Context: an optimization exercise on an open-source flow, tuned for small area, a short achievable clock period and few clock cycles. The choices shown serve that exercise and are no tape-out recipe. Function was checked by simulation only, so behaviour that the tests miss may differ from the original.

== v6 ==
// bitcoin_hash
module bitcoin_hash(
  input logic clk, reset_n, start,
  input logic [31:0] message_addr, output_addr,
  output logic done, mem_we,
  output logic [15:0] mem_addr,
  output logic [31:0] mem_write_data,
  input logic [31:0] mem_read_data);
Size in the first run: about 6700 cells after synthesis, ~910 flip-flops, roughly 150 I/O pins.
export LEC_CHECK = 0
export ABC_AREA = 1
export CAP_MARGIN = 20
export CORE_MARGIN = 2
export CORE_UTILIZATION = 65
export CTS_CLUSTER_DIAMETER = 60
export CTS_CLUSTER_SIZE = 30
export PLACE_DENSITY = 0.75
export SLEW_MARGIN = 20
create_clock -name core_clock -period 10.0 [get_ports {clk}]
standard.sh (not shown) runs the stock make flow with config.mk's settings and CLKGATE_MAP_FILE= SYNTH_SCRIPT=/design/flow/synth_recipe.tcl, a recipe that flattens the netlist after the stock synthesis.
==> flow/flow/run.sh <==
#!/bin/bash
# The standard layout (standard.sh: the standard synthesis and ORFS flow
# with config.mk's settings), with only the setup repair's slack margin
# raised to 6.3 ns: repair_timing then works the paths down toward 3.7 ns.
# The clock, the constraints and every other step are the standard ones.
# The whole make output goes to standard_flow.log in the work folder.
set -euo pipefail
cd "$(dirname "$0")/.."
bash standard.sh SETUP_SLACK_MARGIN=6.3 finish > standard_flow.log 2>&1
Testbench counts of v6, summed over its fixed seeds: cycles 83,592.
The inputs of v7 differ from those of v6 as listed below.
--- a/flow/design.v
+++ b/flow/design.v
@@ -100,29 +100,26 @@
   logic [15:0] oaddr;    
   logic [31:0] a1, a2, a3, e, f, g, h, t1;
   logic [31:0] p, r, pk;
   logic [31:0] w [1:15];
   logic        f_iv;     
   assign mem_write_data = w[1];
   logic [31:0] bs1, ch, u1, v1, u2, v2, newT1, newE;
   assign bs1 = rotr(e, 6) ^ rotr(e, 11) ^ rotr(e, 25);
   assign ch  = (e & f) ^ (~e & g);
   assign u1 = p ^ bs1 ^ ch;
   assign v1 = ((p & bs1) | (p & ch) | (bs1 & ch)) << 1;
   assign newT1 = u1 + v1;
-  logic [31:0] u8, v8;
-  assign u8 = p ^ a3 ^ ch;
-  assign v8 = ((p & a3) | (p & ch) | (a3 & ch)) << 1;
-  assign u2 = u8 ^ v8 ^ bs1;
-  assign v2 = ((u8 & v8) | (u8 & bs1) | (v8 & bs1)) << 1;
+  assign u2 = a3 ^ u1 ^ v1;
+  assign v2 = ((a3 & u1) | (a3 & v1) | (u1 & v1)) << 1;
   assign newE = u2 + v2;
   logic [31:0] bs0, maj, u3, v3, newA;
   assign bs0 = rotr(a1, 2) ^ rotr(a1, 13) ^ rotr(a1, 22);
   assign maj = (a1 & a2) ^ (a1 & a3) ^ (a2 & a3);
   assign u3 = t1 ^ bs0 ^ maj;
   assign v3 = ((t1 & bs0) | (t1 & maj) | (bs0 & maj)) << 1;
   assign newA = u3 + v3;
   logic [31:0] px, u4, v4;
   assign px = f_iv ? IV[31:0] : g;
   assign pk = kc(c[5:0]);
   assign u4 = px ^ pk ^ w[15];
   assign v4 = ((px & pk) | (px & w[15]) | (pk & w[15])) << 1;
Notes after the runs:
v7 did not stop at any stage, and its layout met the timing, DRC and antenna checks. Sort v6 and v7 by met1 routing resource usage after global routing, ascending, and v7 comes first. The total detailed-routing wirelength in v7 is 0.938 times that in v6. In v7, the post-layout minimum cycle time came out 61 ps below the value in v6. Of v6 and v7, the lower area growth from synthesis to final layout belongs to v6.
Testbench counts of v7, summed over its fixed seeds: cycles 83,592.

Starting RTL as in the previous note.
==> flow/config.mk <==
export PLATFORM = sky130hd
export DESIGN_NAME = bitcoin_hash
export DESIGN_NICKNAME = bitcoin_hash
export VERILOG_FILES = /design/flow/design.v
export SDC_FILE = /design/flow/constraint.sdc
export NUM_CORES = 4
export LEC_CHECK = 0
export ABC_AREA = 1
export CAP_MARGIN = 20
export CORE_MARGIN = 2
export CORE_UTILIZATION = 65
export CTS_CLUSTER_DIAMETER = 60
export CTS_CLUSTER_SIZE = 30
export PLACE_DENSITY = 0.75
export SLEW_MARGIN = 20
==> flow/constraint.sdc <==
create_clock -name core_clock -period 10.0 [get_ports {clk}]
set_input_delay 2.0000 -clock core_clock [delete_from_list [all_inputs] [get_ports {clk}]]
set_output_delay 2.0000 -clock core_clock [all_outputs]
set_load 0.01 [all_outputs]
==> flow/flow/run.sh <==
#!/bin/bash
# The standard layout (standard.sh: the standard synthesis and ORFS flow
# with config.mk's settings), with only the setup repair's slack margin
# raised to 6.5 ns: repair_timing then works the paths down toward 3.5 ns.
# The clock, the constraints and every other step are the standard ones.
# The whole make output goes to standard_flow.log in the work folder.
set -euo pipefail
cd "$(dirname "$0")/.."
bash standard.sh SETUP_SLACK_MARGIN=6.5 finish > standard_flow.log 2>&1
The first run finished with timing, DRC and antenna clean.
Testbench counts at the start, summed over its fixed seeds: cycles 83,592.
Change:
--- a/flow/design.v
+++ b/flow/design.v
@@ -106,17 +106,14 @@
   logic [31:0] bs1, ch, u1, v1, u2, v2, newT1, newE;
   assign bs1 = rotr(e, 6) ^ rotr(e, 11) ^ rotr(e, 25);
   assign ch  = (e & f) ^ (~e & g);
   assign u1 = p ^ bs1 ^ ch;
   assign v1 = ((p & bs1) | (p & ch) | (bs1 & ch)) << 1;
   assign newT1 = u1 + v1;
-  logic [31:0] u8, v8;
-  assign u8 = p ^ a3 ^ ch;
-  assign v8 = ((p & a3) | (p & ch) | (a3 & ch)) << 1;
-  assign u2 = u8 ^ v8 ^ bs1;
-  assign v2 = ((u8 & v8) | (u8 & bs1) | (v8 & bs1)) << 1;
+  assign u2 = a3 ^ u1 ^ v1;
+  assign v2 = ((a3 & u1) | (a3 & v1) | (u1 & v1)) << 1;
   assign newE = u2 + v2;
   logic [31:0] bs0, maj, u3, v3, newA;
   assign bs0 = rotr(a1, 2) ^ rotr(a1, 13) ^ rotr(a1, 22);
   assign maj = (a1 & a2) ^ (a1 & a3) ^ (a2 & a3);
   assign u3 = t1 ^ bs0 ^ maj;
   assign v3 = ((t1 & bs0) | (t1 & maj) | (bs0 & maj)) << 1;
The changed run finished clean.
Die area drops by a few percent.
Cell count came out lower by a few percent.
Global-route usage came out lower by 1.5 points.
Worst setup slack gets worse by 0.051 ns.
Final area went down by a few percent.
Sequential cell count shrinks by 1.
Testbench counts after the change, summed over its fixed seeds: cycles 83,592.

==> re-timing with driven ports <==
The results above use ideal ports. As a check the final layouts listed here were re-extracted and re-timed, cells and wires unchanged. Step 1: set_driving_cell puts a clkbuf_16 on clk and a buf_2 on each other input, an assumption about the parent block. Step 2 moves the port delays by t, midway between the first and last clock arrival at a register: inputs arrive t later, outputs are due t later. That takes back most of the time a late clock gives input paths. Slacks: no drivers / after step 1 / after step 2; pairs: no drivers / after step 1.
run	t (ns)	slack for setup (ns)	worst data-port slew with drivers (ns)	cell pins on the clock port's net
v6	0.770	5.952 / 5.952 / 5.725	0.10	1
v7	0.774	6.013 / 6.013 / 6.013	0.08	1
the first run of note 2	0.791	5.720 / 5.720 / 5.719	0.08	1
the second run of note 2	0.785	5.669 / 5.669 / 5.669	0.08	1
After both steps every run listed still meets setup and hold. For v6, which loses most, drivers alone change the setup slack by 0.000 ns; drivers and shift together by -0.227 ns.
